This design comes from an exercise in tuning for small area on the open sky130 flow, not from production work. In this exercise RTL edits were held to simulation tests only and were not proved equivalent to the original. No driver is modelled on the clock port, so clocking that relies on it looks cheaper here than on a real chip. No activity file was given, so power comes from the tool's default toggle rates.

==> flow/design.v <==
`timescale 1ns / 1ps
module FIFO #(
	parameter WIDTH = 8,
	parameter DEPTH = 8
	)(
	input clk,
	input rst_n,
	input [WIDTH - 1:0] writeData,
	input writeEn,
	input [$clog2(DEPTH) - 1:0] readPtr,
	input [$clog2(DEPTH) - 1:0] readSel,
	output [WIDTH - 1:0] readData,
	input readEn,
	output full,
	output empty
	);
	localparam AW = $clog2(DEPTH);
	logic [AW - 1:0] writePtr;
	logic lastWrite;
	logic [WIDTH - 1:0] mem [DEPTH - 1:0];
	wire same = writePtr == readPtr;
	assign full = same & lastWrite;
	assign empty = same & ~lastWrite;
	logic [WIDTH - 1:0] readMux;
	always_comb begin
		readMux = 0;
		for (int k = 0; k < DEPTH; k++)
			readMux = readMux | (mem[k] & {WIDTH{readSel == k}});
	end
	assign readData = readMux;
	always @(posedge clk) begin
		if (~rst_n) begin
			writePtr <= 0;
			lastWrite <= 0;
		end else begin
			if (writeEn) writePtr <= writePtr + 1'd1;
			if (writeEn | readEn) lastWrite <= writeEn;
		end
	end
	always @(posedge clk) begin
		if (writeEn) mem[writePtr] <= writeData;
	end
endmodule
module RXFIFO #(
	parameter WIDTH = 8,
	parameter DEPTH = 8
	)(
	input clk,
	input rst_n,
	input shiftBit,
	input shiftEn,
	input commit,
	output [$clog2(DEPTH) - 1:0] writePtrOut,
	output [WIDTH - 1:0] readData,
	input readEn,
	output full,
	output empty
	);
	localparam AW = $clog2(DEPTH);
	logic [WIDTH - 1:0] readDataReg;
	logic [AW - 1:0] readPtr, writePtr;
	logic lastWrite;
	logic [WIDTH - 1:0] mem [DEPTH - 1:0];
	wire same = writePtr == readPtr;
	assign full = same & lastWrite;
	assign empty = same & ~lastWrite;
	assign readData = readDataReg;
	assign writePtrOut = writePtr;
	logic [WIDTH - 1:0] readMux;
	always_comb begin
		readMux = 0;
		for (int k = 0; k < DEPTH; k++)
			readMux = readMux | (mem[k] & {WIDTH{readPtr == k}});
	end
	always @(posedge clk) begin
		if (~rst_n) begin
			readPtr <= 0;
			writePtr <= 0;
			lastWrite <= 0;
			readDataReg <= 0;
		end else begin
			if (commit) writePtr <= writePtr + 1'd1;
			if (commit | readEn) lastWrite <= commit;
			if (readEn) begin
				readPtr <= readPtr + 1'd1;
				readDataReg <= readMux;
			end
		end
	end
	genvar i;
	generate
		for (i = 0; i < DEPTH; i = i + 1) begin : slot
			always @(posedge clk) begin
				if (shiftEn && writePtr == i) mem[i] <= {mem[i][WIDTH - 2:0], shiftBit};
			end
		end
	endgenerate
endmodule
`timescale 1ns / 1ps
module clkPrescale (
		input clk,
		input rst_n,
		input prescaleEn,
		input [7:0] prescale1,
		input [7:0] prescale2,
		output SCKTick
	);
	logic [7:0] count1, count2;
	logic SCKTickReg;
	assign SCKTick = SCKTickReg;
	wire [8:0] next1 = count1 + 1'd1;
	wire match1 = next1[8];
	wire [8:0] next2 = count2 + match1;
	wire match = next2[8];
	always @(posedge clk) begin
		if (~rst_n || ~prescaleEn) begin
			count1 <= ~prescale1;
			count2 <= ~prescale2;
			SCKTickReg <= 0;
		end else begin
			SCKTickReg <= match;
			count1 <= match1 ? ~prescale1 : next1[7:0];
			count2 <= match ? ~prescale2 : next2[7:0];
		end
	end
endmodule
`timescale 1ns / 1ps
module SPIMaster #(
	parameter WIDTH = 8,
	parameter TxFIFODepth = 8,
	parameter RxFIFODepth = 8
	)(
	input clk,
	input rst_n,
    output CS_n,
    output SCK,
    output MOSI,
    input MISO,
	output [WIDTH - 1:0] RXdata,
	input readEn,
	output RXFIFOempty,
	output RXFIFOfull,
	output TXFIFOempty,
	output TXFIFOfull,
	input [WIDTH - 1:0] TXdata,
	input writeEn,
	input startTransaction,
	output doneTransaction,
	input [7:0] prescale1,
	input [7:0] prescale2
	);
	localparam [4:0] IDLE = 5'b00000;
	localparam [4:0] START = 5'b00010;
	localparam [4:0] LOAD = 5'b00100;
	localparam [4:0] END1 = 5'b00101;
	localparam [4:0] END2 = 5'b00011;
	localparam [4:0] SEND0 = 5'b10000;
	localparam [4:0] SENDLAST = 5'b11111;
	logic [4:0] state;
	logic [WIDTH - 1:0] shiftOut;
	wire idle = state == IDLE;
	wire sending = state[4];
	wire active = state[4] | state[0];
	wire inFlight = state[4] | state[2];
	wire lastBit = state == SENDLAST;
	assign CS_n = idle;
	assign doneTransaction = idle;
	assign SCK = state[0];
	assign MOSI = shiftOut[WIDTH - 1] & active;
	logic SCKTick;
	clkPrescale prescaler (
		.clk(clk),
		.rst_n(rst_n),
		.prescaleEn(active),
		.prescale1(prescale1),
		.prescale2(prescale2),
		.SCKTick(SCKTick)
	);
	logic [$clog2(RxFIFODepth) - 1:0] rxWritePtr;
	logic [WIDTH - 1:0] TXFIFOdata;
	FIFO #(.WIDTH(WIDTH), .DEPTH(TxFIFODepth)) TXFIFO (
		.clk(clk),
		.rst_n(rst_n),
		.writeData(TXdata),
		.writeEn(writeEn),
		.readPtr(rxWritePtr + inFlight),
		.readSel(rxWritePtr),
		.readData(TXFIFOdata),
		.readEn(state == START),
		.full(TXFIFOfull),
		.empty(TXFIFOempty)
	);
	RXFIFO #(.WIDTH(WIDTH), .DEPTH(RxFIFODepth)) RXFIFO (
		.clk(clk),
		.rst_n(rst_n),
		.shiftBit(MISO),
		.shiftEn(SCKTick & sending & ~state[0]),
		.commit(state == END1),
		.writePtrOut(rxWritePtr),
		.readData(RXdata),
		.readEn(readEn),
		.full(RXFIFOfull),
		.empty(RXFIFOempty)
	);
	always @(posedge clk) begin
		if (idle)
			shiftOut <= TXFIFOdata;
		else if (SCKTick & sending & state[0] & ~lastBit)
			shiftOut <= {shiftOut[WIDTH - 2:0], 1'b0};
	end
	always @(posedge clk) begin
		if (~rst_n) begin
			state <= IDLE;
		end else begin
			case (state)
				IDLE: if (startTransaction) state <= START;
				START: state <= LOAD;
				LOAD: state <= SEND0;
				END1, END2: state <= SCKTick ? IDLE : END2;
				SENDLAST: state <= END1;
				default: if (sending & SCKTick) state <= state + 1'd1;
			endcase
		end
	end
endmodule
==> flow/config.mk <==
export PLATFORM = sky130hd
export DESIGN_NAME = SPIMaster
export DESIGN_NICKNAME = SPIMaster
export VERILOG_FILES = /design/flow/design.v
export SDC_FILE = /design/flow/constraint.sdc
export NUM_CORES = 4
export LEC_CHECK = 0
export CAP_MARGIN = 20
export CORE_MARGIN = 2
export CORE_UTILIZATION = 60
export SLEW_MARGIN = 20
==> flow/constraint.sdc <==
create_clock -name core_clock -period 5.0 [get_ports {clk}]
set_input_delay 1.0000 -clock core_clock [delete_from_list [all_inputs] [get_ports {clk}]]
set_output_delay 1.0000 -clock core_clock [all_outputs]
set_load 0.01 [all_outputs]
standard.sh (not shown) runs the stock make flow with config.mk's settings and CLKGATE_MAP_FILE= SYNTH_SCRIPT=/design/flow/synth_recipe.tcl, a recipe that flattens the netlist after the stock synthesis.
==> flow/flow/run.sh <==
#!/bin/bash
# Standard ORFS layout with smaller port buffers and a clock tree without dummy loads.
set -euo pipefail
export BUFFER_PORTS_ARGS="-buffer_cell sky130_fd_sc_hd__buf_1"
export CTS_ARGS="-sink_clustering_enable -repair_clock_nets -dont_use_dummy_load -sink_clustering_size 100 -sink_clustering_max_diameter 500 -buf_list sky130_fd_sc_hd__clkbuf_4 -root_buf sky130_fd_sc_hd__clkbuf_16"
export LEAF_MAX=10
export POST_CTS_TCL="$PWD/flow/post_cts.tcl"
bash standard.sh > standard_flow.log 2>&1
==> flow/flow/post_cts.tcl <==
# After CTS: a clkbuf_4 that drives more than LEAF_MAX sinks is upsized to clkbuf_8,
# since the extracted wiring makes its sinks' slew exceed what CTS estimated.
set leaf_max $::env(LEAF_MAX)
set changed 0
foreach inst [[ord::get_db_block] getInsts] {
  if {[[$inst getMaster] getName] eq "sky130_fd_sc_hd__clkbuf_4"} {
    set net [[$inst findITerm X] getNet]
    set n [expr {[llength [$net getITerms]] - 1}]
    if {$n > $leaf_max} {
      puts "post_cts: [$inst getName] drives $n sinks, upsizing to clkbuf_8"
      replace_cell [$inst getName] sky130_fd_sc_hd__clkbuf_8
      incr changed
    }
  }
}
if {$changed} {
  detailed_placement
  check_placement -verbose
}
Edit:
--- a/flow/design.v
+++ b/flow/design.v
@@ -106,24 +106,28 @@
 		output SCKTick
 	);
 	logic [7:0] count1, count2;
 	logic SCKTickReg;
 	assign SCKTick = SCKTickReg;
 	wire [8:0] next1 = count1 + 1'd1;
+	wire [8:0] next2 = count2 + 1'd1;
 	wire match1 = next1[8];
-	wire [8:0] next2 = count2 + match1;
-	wire match = next2[8];
+	wire match2 = next2[8];
 	always @(posedge clk) begin
 		if (~rst_n || ~prescaleEn) begin
 			count1 <= ~prescale1;
 			count2 <= ~prescale2;
 			SCKTickReg <= 0;
 		end else begin
-			SCKTickReg <= match;
-			count1 <= match1 ? ~prescale1 : next1[7:0];
-			count2 <= match ? ~prescale2 : next2[7:0];
+			SCKTickReg <= match1 & match2;
+			if (match1) begin
+				count1 <= ~prescale1;
+				count2 <= match2 ? ~prescale2 : next2[7:0];
+			end else begin
+				count1 <= next1[7:0];
+			end
 		end
 	end
 endmodule
 `timescale 1ns / 1ps
 module SPIMaster #(
 	parameter WIDTH = 8,
Result: The new run finished with timing, DRC and antenna clean; total power rose by 1.5%; sequential cell count is unchanged; sequential share of layout area is about the same; wire length rose by 2.5%; worst hold slack is about the same; global-route usage stays flat; non-clock buffer count stays the same; register-to-register slack improved by 130 ps.

afterwards: timing with drivers on the ports:
Ports are ideal in the flow. The routed layouts listed here were re-timed in OpenROAD.
Step 1 sets driving cells, clkbuf_16 on the clock port and buf_2 on the other inputs (assumed; they add their load-dependent delay and slew).
Step 2 also shifts input and output timing later by t, the mid clock arrival at the registers, as if the neighbouring blocks saw the same clock.
Slacks: no drivers / after step 1 / after step 2; pairs: no drivers / after step 1.
| run | shift t [ns] | setup slack, ns | hold WS [ns] | worst setup path at the end |
|---|---|---|---|---|
| the first run | 0.411 | 1.736 / 1.691 / 2.102 | 0.435 / 0.435 / 0.435 | register to output |
| the second run | 0.403 | 1.733 / 1.690 / 2.094 | 0.437 / 0.437 / 0.437 | register to output |
After both steps setup and hold are still met in every run listed.
